This is an optimization exercise on Yosys and OpenROAD, whose aim is small area and a short achievable clock period, not a production implementation. The RTL was checked by simulation tests, not by an equivalence proof against the original design.

File: design/flow/design.v
module notch_filter_q15 (
    input logic clk,
    input logic reset,
    input logic signed [15:0] x_in,      
    output logic signed [15:0] y_out,    
    input logic signed [15:0] b0,
    input logic signed [15:0] b1,
    input logic signed [15:0] b2,
    input logic signed [15:0] a1,
    input logic signed [15:0] a2
);
    logic signed [31:0] w1, w2;
    logic signed [31:0] w0;
    logic signed [31:0] fb, ff;
    always_ff @(posedge clk or posedge reset) begin
        if (reset) begin
            w1 <= 0;
            w2 <= 0;
            y_out <= 0;
        end else begin
            fb = x_in <<< 15;  
            fb = fb - ((a1 * w1) >>> 15);
            fb = fb - ((a2 * w2) >>> 15);
            w0 = fb;
            ff = (b0 * w0) >>> 15;
            ff = ff + ((b1 * w1) >>> 15);
            ff = ff + ((b2 * w2) >>> 15);
            w2 <= w1;
            w1 <= w0;
            y_out <= ff[30:15];   
        end
    end
endmodule
File: design/flow/run.sh
#!/bin/bash
# synth_recipe.tcl (not shown) runs the flow's synth.tcl, then flattens the netlist and writes it again
# the make line also repeats each setting of config.mk as NAME=value (left out here)
make -C /OpenROAD-flow-scripts/flow DESIGN_CONFIG=/design/flow/config.mk WORK_HOME=/design/flow/orfs CLKGATE_MAP_FILE= SYNTH_SCRIPT=/design/flow/synth_recipe.tcl finish
File: design/flow/config.mk
export PLATFORM = sky130hd
export DESIGN_NAME = notch_filter_q15
export DESIGN_NICKNAME = notch_filter_q15
export VERILOG_FILES = /design/flow/design.v
export SDC_FILE = /design/flow/constraint.sdc
export NUM_CORES = 4
export LEC_CHECK = 0
export CAP_MARGIN = 20
export CORE_MARGIN = 2
export CORE_UTILIZATION = 40
export SLEW_MARGIN = 20
File: design/flow/constraint.sdc
create_clock -name core_clock -period 20.5 [get_ports {clk}]
set_input_delay 4.1000 -clock core_clock [delete_from_list [all_inputs] [get_ports {clk}]]
set_output_delay 4.1000 -clock core_clock [all_outputs]
set_load 0.01 [all_outputs]
==> run notes <==
run status=no timing/DRC/antenna violations; Initial DRT Pass Iterations=7; final worst path period share=96.09%; Synth cell types=67; worst slew pin tran=roughly 1.0 ns; row cnt=144; arrival time at the worst endpoint=about 20 ns; Final Util=43.24%; Worst-path clk slew=0.06 ns; number of synthesized flops with an enable pin=0; synthesis-to-finish area growth=7.733%; CTS buffer count=9; via count=44952; CTS tree=done; Max Freq=0.05076 GHz; CP most frequent cell=fa_1; Post-synth ARST share=100.0%; DR iter-0 viols=2822; Critical Path Source Type=primary input; Setup Viol. Count Final=0; class of the tightest hold or removal check=reg2reg; commonest non-fill, non-tap cells in the layout=inv_1, fa_1, nand2_1, and2_1, ha_1; Synth Area per Inst=8.768 um2; routing usage on met2=roughly two fifths; final wirelength=169400 um; Synth Register Bits=68; commonest non-fill, non-tap cell in the layout=inv_1; GR Util met3=1.985%; # fillers=15185; Port Buffers=113; Die H=approximately 400 um; GR peak layer=met2; simple-gate share of the synthesized area=roughly 16%; remaining antenna violation count=0; detailed-placement wirelength estimate=131200 um; post-synthesis mux area share=0.01625%; largest net degree at the start of global routing=49; share of cells above drive strength 1=4.499%; DR vias/cell=4.944; largest family of logic cells by synthesized area=adder cells; core area=153500 um2; routability cong.=0.8795; worst skew pair latency=roughly 0.36 ns; H-tree Lvls=3; initial antenna violation count=11; hold_buf cts=0; remaining global-route overflow=0; maximum root-to-sink buffer count=2; register area share after synthesis=2.762%; slowest stage delay, CP=0.59 ns; Max-slew headroom=30.15%; crit path max fanout=18; Ports=114; initial core utilization=40.14%; Slowest cell on crit path=fa_2; root buf cell=clkbuf_16; Worst Setup Path Type=in2reg; critical path endpoint category=flop; Synth Instances=7027; Synth Area in XOR/XNOR=3.725%; Final #Nets=9192; Sink Count=68; worst clock skew=roughly 0.011 ns; Netlist Area Pre-Place=61610 um2; placed cells=9073; Die X=396.5 um; compound-gate portion of the synthesized area=2.878%; met1 Usage GRT=between 30 and 40%; Final Hold Viols=0; # DRC=0; Total GRT Usage=22.47%; CP required=about 21 ns; Final Slew Violations=0; top_reg_cell synth=dfrtp_1; die area=around 160000 um2; # Max-Cap Violations=0; vias in the first global route=approximately 50000; final critical-path required period=between 15 and 20 ns; Syn Nets=9178; Synth Area in Adders=60.56%; Post-Layout Cell Count=9092; DR WL/cell=18.63 um; first-pass GRT wire length=276300 um; Synth Warn #=1
## state kept, by name, summed over array words and instances, names as in the netlist
| signal | count |
|---|---|
| y_out | 4 |
| w1 | 32 |
| w2 | 32 |
## path summary, 6_finish.rpt
path | slack [ns] | endpoint | start | depth (start not counted)
setup / recovery | 0.80 | y_out[2]$_DFF_PP0_ | a1[3] | 62
hold / removal | 0.61 | w2[29]$_DFF_PP0_ | w1[29]$_DFF_PP0_ | 1
setup reg to reg | 4.02 | y_out[2]$_DFF_PP0_ | w2[7]$_DFF_PP0_ | 67
hold reg to reg | 0.61 | w2[29]$_DFF_PP0_ | w1[29]$_DFF_PP0_ | 1
max in group asynchronous | 15.28 | w2[7]$_DFF_PP0_ | reset | 3
min in group asynchronous | 4.10 | w1[27]$_DFF_PP0_ | reset | 2
## through the flow
| step | hold slack [ns] | cell area (um2) | worst slack [ns] | setup TNS [ns] |
|---|---|---|---|---|
| final | 0.6128 | 66370 | 0.8011 | 0 |
| after global routing | 0.6434 | 66370 | -0.01461 | -0.01461 |
| after CTS | 0.6013 | 66190 | 0.2693 | 0 |
| after detailed placement | 0.5807 | 65870 | -0.04761 | -0.04761 |
| after global placement | 0.6056 | 65870 | 0.1709 | 0 |
| after floorplan | 0.3519 | 61610 | 0.09848 | 0 |
## final cells by class
class / instances / area (um2) / share of cell area [%]
Clock inverter: 3 / 42.54 / 0.06409
Clock buffer: 13 / 280.3 / 0.4223
Antenna cell: 2 / 5.005 / 0.007540
Sequential cell: 68 / 1707 / 2.571
Inverter: 1880 / 7057 / 10.63
Tap cell: 2044 / 2557 / 3.853
Multi-Input combinational cell: 4717 / 51580 / 77.71
Timing Repair Buffer: 365 / 3144 / 4.737
## cells in the mapped netlist (3+ instances only)
cell / number / share of area [%]
inv_1: 1880 / 11
a31o_2: 3 / 0.043
clkbuf_1: 343 / 2.1
a41o_1: 5 / 0.081
o21bai_1: 10 / 0.12
dfrtp_1: 68 / 2.8
or2_2: 4 / 0.041
or3_1: 4 / 0.041
nor3_1: 21 / 0.17
ha_1: 505 / 10
nand4_1: 11 / 0.11
o211ai_1: 3 / 0.037
o31ai_1: 3 / 0.037
a31oi_1: 8 / 0.081
a211o_1: 4 / 0.057
buf_1: 6 / 0.037
nand3_1: 17 / 0.14
nor2b_1: 19 / 0.19
nand2b_1: 69 / 0.70
xnor2_1: 178 / 2.5
and3_1: 16 / 0.16
a21o_1: 58 / 0.71
o21ai_0: 38 / 0.31
a21oi_1: 81 / 0.66
o21a_1: 11 / 0.13
xor2_1: 73 / 1.0
fa_1: 1548 / 50
o21ai_1: 8 / 0.065
nor2_1: 84 / 0.51
a211oi_1: 8 / 0.097
a21boi_0: 4 / 0.049
a41oi_1: 3 / 0.043
nand2_1: 1225 / 7.5
buf_4: 12 / 0.15
and2_1: 659 / 6.7
## per-layer routing
metal  share of wire (%)  up-vias
li1                    -    19877
met1                  42    23521
met2                  50     1331
met3                 5.8      223
met4                 2.5        0
met5                   0        -
## logic make-up (layout without fill, tap and decap cells)
logic type / after synthesis / after routing
other: 0 / 2
buffers and inverters: 2242 / 2261
AO/OA/AOI/OAI: 271 / 271
flip-flops: 68 / 68
adder cells (fa/ha/maj): 2053 / 2053
XOR/XNOR: 255 / 255
multiplexers: 1 / 1
AND/OR/NAND/NOR: 2137 / 2137
## critical path: cells and delay by family
family / cells / cell delay (ns)
adder cells (fa/ha/maj): 16 / 7.60
AO/OA/AOI/OAI: 15 / 2.87
XOR/XNOR: 13 / 2.76
buffers and inverters: 9 / 1.48
AND/OR/NAND/NOR: 9 / 1.10
## timing repair
item / in CTS / in global routing
buffers inserted: 0 / 1
setup endpoints to repair: 0 / 4
resized for setup: 0 / 49

-- re-timing with driven ports --
How much do the figures lean on ideal ports? The routed layout below was timed once more, with nothing changed but the port constraints.
Step 1 sets driving cells, clkbuf_16 on the clock port and buf_2 on the other inputs (assumed; they add their load-dependent delay and slew).
Step 2 moves the port delays by t, midway between the first and last clock arrival at a register: inputs arrive t later, outputs are due t later. That takes back most of the time a late clock gives input paths.
Slacks: ideal / step 1 / step 2; pairs: ideal / step 1.
t (ns): 0.412
setup slack, ns: 0.801 / 0.833 / 0.421
latest minus earliest clock arrival (ns): 0.012 / 0.012
worst data-port slew with drivers (ns): 0.09
After both steps this run still meets setup and hold. For this run, drivers alone change the setup slack by +0.032 ns; drivers and shift together by -0.380 ns.
